This is an optimization exercise on Yosys and OpenROAD, whose aim is small area and a short achievable clock period, not a production implementation. Function was not checked in any run shown here: the RTL went through the layout flow alone. Power is estimated from default activity; no workload was simulated.

==> flow/design.v, too long to show whole: its modules and the start of the top module <==
// module wallace_tree_multiplier: 1260 lines
// module mul_fa: 4 lines
// module mul_ha: 4 lines
module wallace_tree_multiplier (
    input  logic        clk,
    input  logic        reset,
    input  logic [31:0] multiplicand,
    input  logic [31:0] multiplier,
    output logic [63:0] product,
    output logic        overflow
);
  // ...
==> flow/flow/run.sh <==
#!/bin/bash
# Standard ORFS layout, with plain buf_1 cells as the port buffers (buffer_ports
# otherwise picks a delay-cell buffer for every port), and timing repair aimed
# at a 5.9 ns setup margin.
set -euo pipefail
export BUFFER_PORTS_ARGS="-buffer_cell sky130_fd_sc_hd__buf_1"
bash standard.sh SETUP_SLACK_MARGIN=5.9 finish > standard_flow.log 2>&1
==> flow/standard.sh <==
#!/bin/bash
# synth_recipe.tcl (not shown) runs the flow's synth.tcl, then flattens the netlist and writes it again
# the make line also repeats each setting of config.mk as NAME=value (left out here)
make -C /OpenROAD-flow-scripts/flow DESIGN_CONFIG=/design/flow/config.mk WORK_HOME=/design/flow/orfs CLKGATE_MAP_FILE= SYNTH_SCRIPT=/design/flow/synth_recipe.tcl "${@:-finish}"
==> flow/config.mk <==
export PLATFORM = sky130hd
export DESIGN_NAME = wallace_tree_multiplier
export DESIGN_NICKNAME = wallace_tree_multiplier
export VERILOG_FILES = /design/flow/design.v
export SDC_FILE = /design/flow/constraint.sdc
export NUM_CORES = 4
export LEC_CHECK = 0
export ABC_AREA = 1
export CAP_MARGIN = 20
export CORE_MARGIN = 2
export CORE_UTILIZATION = 70
export SLEW_MARGIN = 20
export SYNTH_HIERARCHICAL = 1
==> flow/constraint.sdc <==
create_clock -name core_clock -period 13.5 [get_ports {clk}]
set_input_delay 2.7000 -clock core_clock [delete_from_list [all_inputs] [get_ports {clk}]]
set_output_delay 2.7000 -clock core_clock [all_outputs]
set_load 0.01 [all_outputs]
==> results.ini, run 1 <==
[critical_path]
slowest_stage=o21ai_4
rr_worst_depth=26
crit-reg2reg-capture=overflow$_DFF_PP0_
r2r_setup_slack_ns=8.22

[clock_tree]
h-tree-depth=3
path_clk_slew_ns=0.08
cts_tree=done
postCtsResizedCells=4

[finish]
multi_input_area_um2=20690
largest_register_ffs=64
diodes=1
inverters=236
reg.largest.list=qa: 64 flops, qb: 41 flops, overflow: 1 flops
sh_seq_area_pct=10.08
clk_share_pct=1.184

[pwr]
pg_comb_mw=6.31
powerClk_mw=0.296

[sta]
setup_violations=0
rsz0062_at_grt=true
final_max_slew_viol_count=0
slew_headroom_pct=36.23
skew_ns=0.01437
post-route-period-util_pct=55.72
tightest_slew_ns=0.9565
hold_viol=0

[place]
io_buffers=130
place_congestion=0.9732

[yosys]
syn-instance-count=2824
synth-edff-count=0
synth_xor_area_share_pct=17.58

[global_routing]
grt_start_max_net_pins=70

[route]
wl_met1_mm=30.31

[status]
run_status=no timing/DRC/antenna violations

[worst_hold_path]
hp-start=qa[63]$_DFF_PP0_

[floorplanning]
coreArea_um2=35480

==> run 2, diff against run 1 <==
==> flow/flow/run.sh (replaced) <==
#!/bin/bash
# Standard ORFS layout, with plain buf_1 cells as the port buffers (buffer_ports
# otherwise picks a delay-cell buffer for every port), and timing repair aimed
# at a 6.3 ns setup margin.
set -euo pipefail
export BUFFER_PORTS_ARGS="-buffer_cell sky130_fd_sc_hd__buf_1"
bash standard.sh SETUP_SLACK_MARGIN=6.3 finish > standard_flow.log 2>&1
==> run 2 against run 1 <==
  * Register-to-register slack hardly changed
  * Die area unchanged
  * First-iteration DRC count is 1.3% higher
  * Clock skew down 0.0018 ns
  * Sequential share of layout area decreased by 0.12 points
  * Critical path type unchanged
==> results.ini, run 2 <==
[yosys]
synth-seq-cells=106
syn-instance-count=2824  ; unchanged
synth_warnings=7
synth_area_leaders=fa_1 (35%), xor2_1 (17%), o22ai_1 (12%), dfrtp_1 (11%), nand2_1 (4.7%)
seq_area_frac_synth_pct=10.57
yosysMostFrequentCell=xor2_1
synth.avg_cell_area_um2=8.889
yosysTopAreaCell=fa_1
synth_top_area_share_pct=35.41
synth_cell_types=45
ys.flop_type=dfrtp_1
synth_common_cells=xor2_1 (490), o22ai_1 (465), fa_1 (444)
syn-num-nets=3418
async_flop_share_pct=100.0
synth_area_um2=25100
synth-edff-count=0  ; unchanged

[route]
first_pass_iters=8
wl_mm=84.51
via_count=22502
vias_per_cell=6.888
wl_per_cell_um=25.87
ant_nets=0
route.detailed.drc=0
drt_iter0_drc=3164

[critical_path]
worst-path-stages=13
critical-path-top-delay-family=adder cells
critPathLaunchType=input port
worst_path_most_repeated_cell=fa_1
crit_type=input port to flop
cp.arrival_ns=7.45
cp-end-kind=flop
path_max_fanout=35
worstPathRequired_ns=13.78
setup.worst_path.start=multiplier[29]
r2r_setup_slack_ns=8.22  ; about the same
cp-endpoint=qb[35]$_DFF_PP0_
cp_num_buf_inv=3
slowest_stage=o21ai_4
rr_worst_depth=26  ; unchanged
path_cells=clkbuf_2, buf_6, inv_1, o21ai_4, o22ai_1, xor2_1, fa_1, fa_1, fa_1, fa_1, fa_1, fa_1, fa_1
timing.rr.start=qa[0]$_DFF_PP0_
crit-reg2reg-capture=overflow$_DFF_PP0_
slowest_delay_ns=0.52

[pwr]
p_leak_nw=11.64
ir_drop_mv=0.3322
p_per_area_nw_per_um2=275.6

[floorplanning]
ioPinCount=131
die_w_um=193.4
dieArea_um2=37390
rows=69
coreArea_um2=35480  ; unchanged
die_h_um=193.4
initial_core_util_pct=70.74

[finish]
nNetsFinal=3395
regMostFlops=qa
mostFrequentLayoutCell=xor2_1
fillCellCount=2640
reg.largest.list=qa: 64 flops, qb: 41 flops, overflow: 1 flops
largest_register_ffs=64  ; unchanged
layout_common_cells=xor2_1 (490), o22ai_1 (465), fa_1 (444)
diodes=0  ; -1
drive_above_1_share_pct=7.448
syn_to_final_growth_pct=6.151
multi_input_area_um2=20750  ; +0.29%
finalNonFillerCells=3267
seq_area_um2=2653

[global_routing]
grt-busiest-layer=met2
grt_start_max_net_pins=70  ; unchanged
track_usage_pct=45.67
grt_pass1_vias=23349
overflow=0
antenna_found_initial=2
grtUsageMet1_pct=59.54
grtUsageMet2_pct=67.38
gr-usage-met3_pct=14.42
grt_pass1_wl_mm=130.8

[worst_hold_path]
holdCritPathClass=flop to flop

[sta]
final_max_slew_viol_count=0  ; unchanged
setup_tns_ns=0
hold_viol=0  ; unchanged
slew_headroom_pct=36.95  ; +0.72 points
skew_ns=0.01253  ; -0.001834 ns
clock.fmax_mhz=139.6
tightest_slew_ns=0.9457  ; -0.01076 ns
hold-worst-slack_ns=0.7768
setup_violations=0  ; unchanged
post-route-period-util_pct=53.07  ; -2.7 points
timing.final.crit_period_ns=7.164
rsz0062_at_grt=true

[clock_tree]
h-tree-depth=3  ; unchanged
numCtsBuffers=9
cts-root-buf=clkbuf_16
cts_tree=done
cts_buffer_depth=2
cts_hold_buf=0
cts.sinks=106
path_clk_slew_ns=0.09  ; about the same
insertion_delay_ns=0.40

[place]
place_hpwl_mm=57.51
io_buffers=130  ; unchanged
dp.cells=3227
place_congestion=0.9732  ; unchanged

[job]
max-cap-violations=0

[status]
run_status=no timing/DRC/antenna violations

run 2: how the worst min path moves through the flow:
stage | to | startpoint | cells past startpoint
global placement | overflow$_DFF_PP0_ | qa[63]$_DFF_PP0_ | 5
floorplan | overflow$_DFF_PP0_ | qa[63]$_DFF_PP0_ | 5
detailed placement | overflow$_DFF_PP0_ | qa[63]$_DFF_PP0_ | 5
global route | overflow$_DFF_PP0_ | qa[63]$_DFF_PP0_ | 5
finish | overflow$_DFF_PP0_ | qa[63]$_DFF_PP0_ | 5
CTS | overflow$_DFF_PP0_ | qa[63]$_DFF_PP0_ | 5
run 2: Yosys stat by module (local to each module, per instance):
module	cells	area [µm²]	copies in the design
mul_fa	1	20.02	442
mul_ha	1	12.51	25
wallace_tree_multiplier	2357	15940	1
run 2: cell families after synthesis:
family          share of synthesized area [%]
flops                                   10.57
xor+xnor                                17.58
other cells                           0.01494
simple gates                            9.137
compound gates                          15.51
fa+ha+maj                               39.60
buf+inv                                 7.596
run 2: cell type report:
cell class | count | area share, %
clock buffers | 10 | 0.8969
clock inverters | 6 | 0.2724
inverters | 235 | 3.376
multi-input cells | 2219 | 77.89
flip-flops and latches | 106 | 9.955
well taps | 461 | 2.165
repair buffers | 228 | 5.400
repair inverters | 2 | 0.04696
run 2: worst reg2reg max path: stages (launching register included):
cell     delay (ns)
dfrtp_1        0.33
ha_1           0.16
ha_1           0.17
nand3_1        0.13
nor2_2         0.22
nand2_1        0.09
nand2_1        0.42
nand2_1        0.14
nand3_2        0.09
buf_4          0.38
inv_1          0.22
fa_1           0.82
nand3_1        0.22
nor2_1         0.12
nand2_1        0.06
nor2_1         0.10
nand3_1        0.08
nor2_1         0.11
nand3_1        0.09
nor2_1         0.38
nand2_1        0.16
nor2_1         0.32
nand2_1        0.09
nor2_1         0.09
nand3_1        0.08
nand2_1        0.08
inv_1          0.04
run 2: per-layer routing:
| metal | vias up | part of all wire, % |
|---|---|---|
| met3 | 432 | 14 |
| met4 | 2 | 6.8 |
| met1 | 10861 | 36 |
| met2 | 1929 | 43 |
| met5 | - | 0.015 |
| li1 | 9278 | - |
run 2: power by group:
part,switching [mW],total [mW],internal [mW]
sequential,0.0767,0.730,0.653
clock,0.146,0.297,0.152
combinational,3.65,6.32,2.67
total,3.87,7.34,3.48
run 2: what timing repair did:
item                       in CTS  in global routing
gates cloned                    3                  1
buffers inserted               10                 10
gates resized for setup        30                 48
pin swaps                       4                  4
setup endpoints to repair      58                 31
run 2: metrics by stage:
stage          power (mW)  instance area (µm²)  utilization [%]  worst slack [ns]
6_report            7.343                26650            75.09             6.336
4_1_cts             7.319                26380            74.34             6.300
5_1_grt             8.257                26650            75.09             6.226
2_1_floorplan       5.108                25100                -             6.397
3_5_place_dp        6.965                25840            72.81             5.316
3_3_place_gp        6.686                25840            72.81             5.429

[port drivers added, routing unchanged]
The results above use ideal ports. As a check the final layouts listed here were re-extracted and re-timed, cells and wires unchanged.
Step 1 (the two cells are an assumption about what drives the block):
set clk [get_ports {clk}]
set_driving_cell -lib_cell sky130_fd_sc_hd__clkbuf_16 $clk
set_driving_cell -lib_cell sky130_fd_sc_hd__buf_2 [delete_from_list [all_inputs] $clk]
Step 2 times the ports against the registers' clock, not the clock port: input delays grow and output delays shrink by t, the midpoint of the rising clock arrivals with the driver on.
a / b / c = ideal / step 1 / step 2; a / b = the first two.
| run | shift t [ns] | setup WS [ns] | hold WS [ns] | clock arrival spread, ns | pins driven straight from the clock port |
|---|---|---|---|---|---|
| run 1 | 0.448 | 5.977 / 6.010 / 5.562 | 0.776 / 0.776 / 0.776 | 0.020 / 0.020 | 1 |
| run 2 | 0.450 | 6.336 / 6.360 / 5.910 | 0.777 / 0.777 / 0.777 | 0.019 / 0.019 | 1 |
After both steps every run listed still meets setup and hold. For run 2, which loses most, drivers alone change the setup slack by +0.024 ns; drivers and shift together by -0.426 ns.
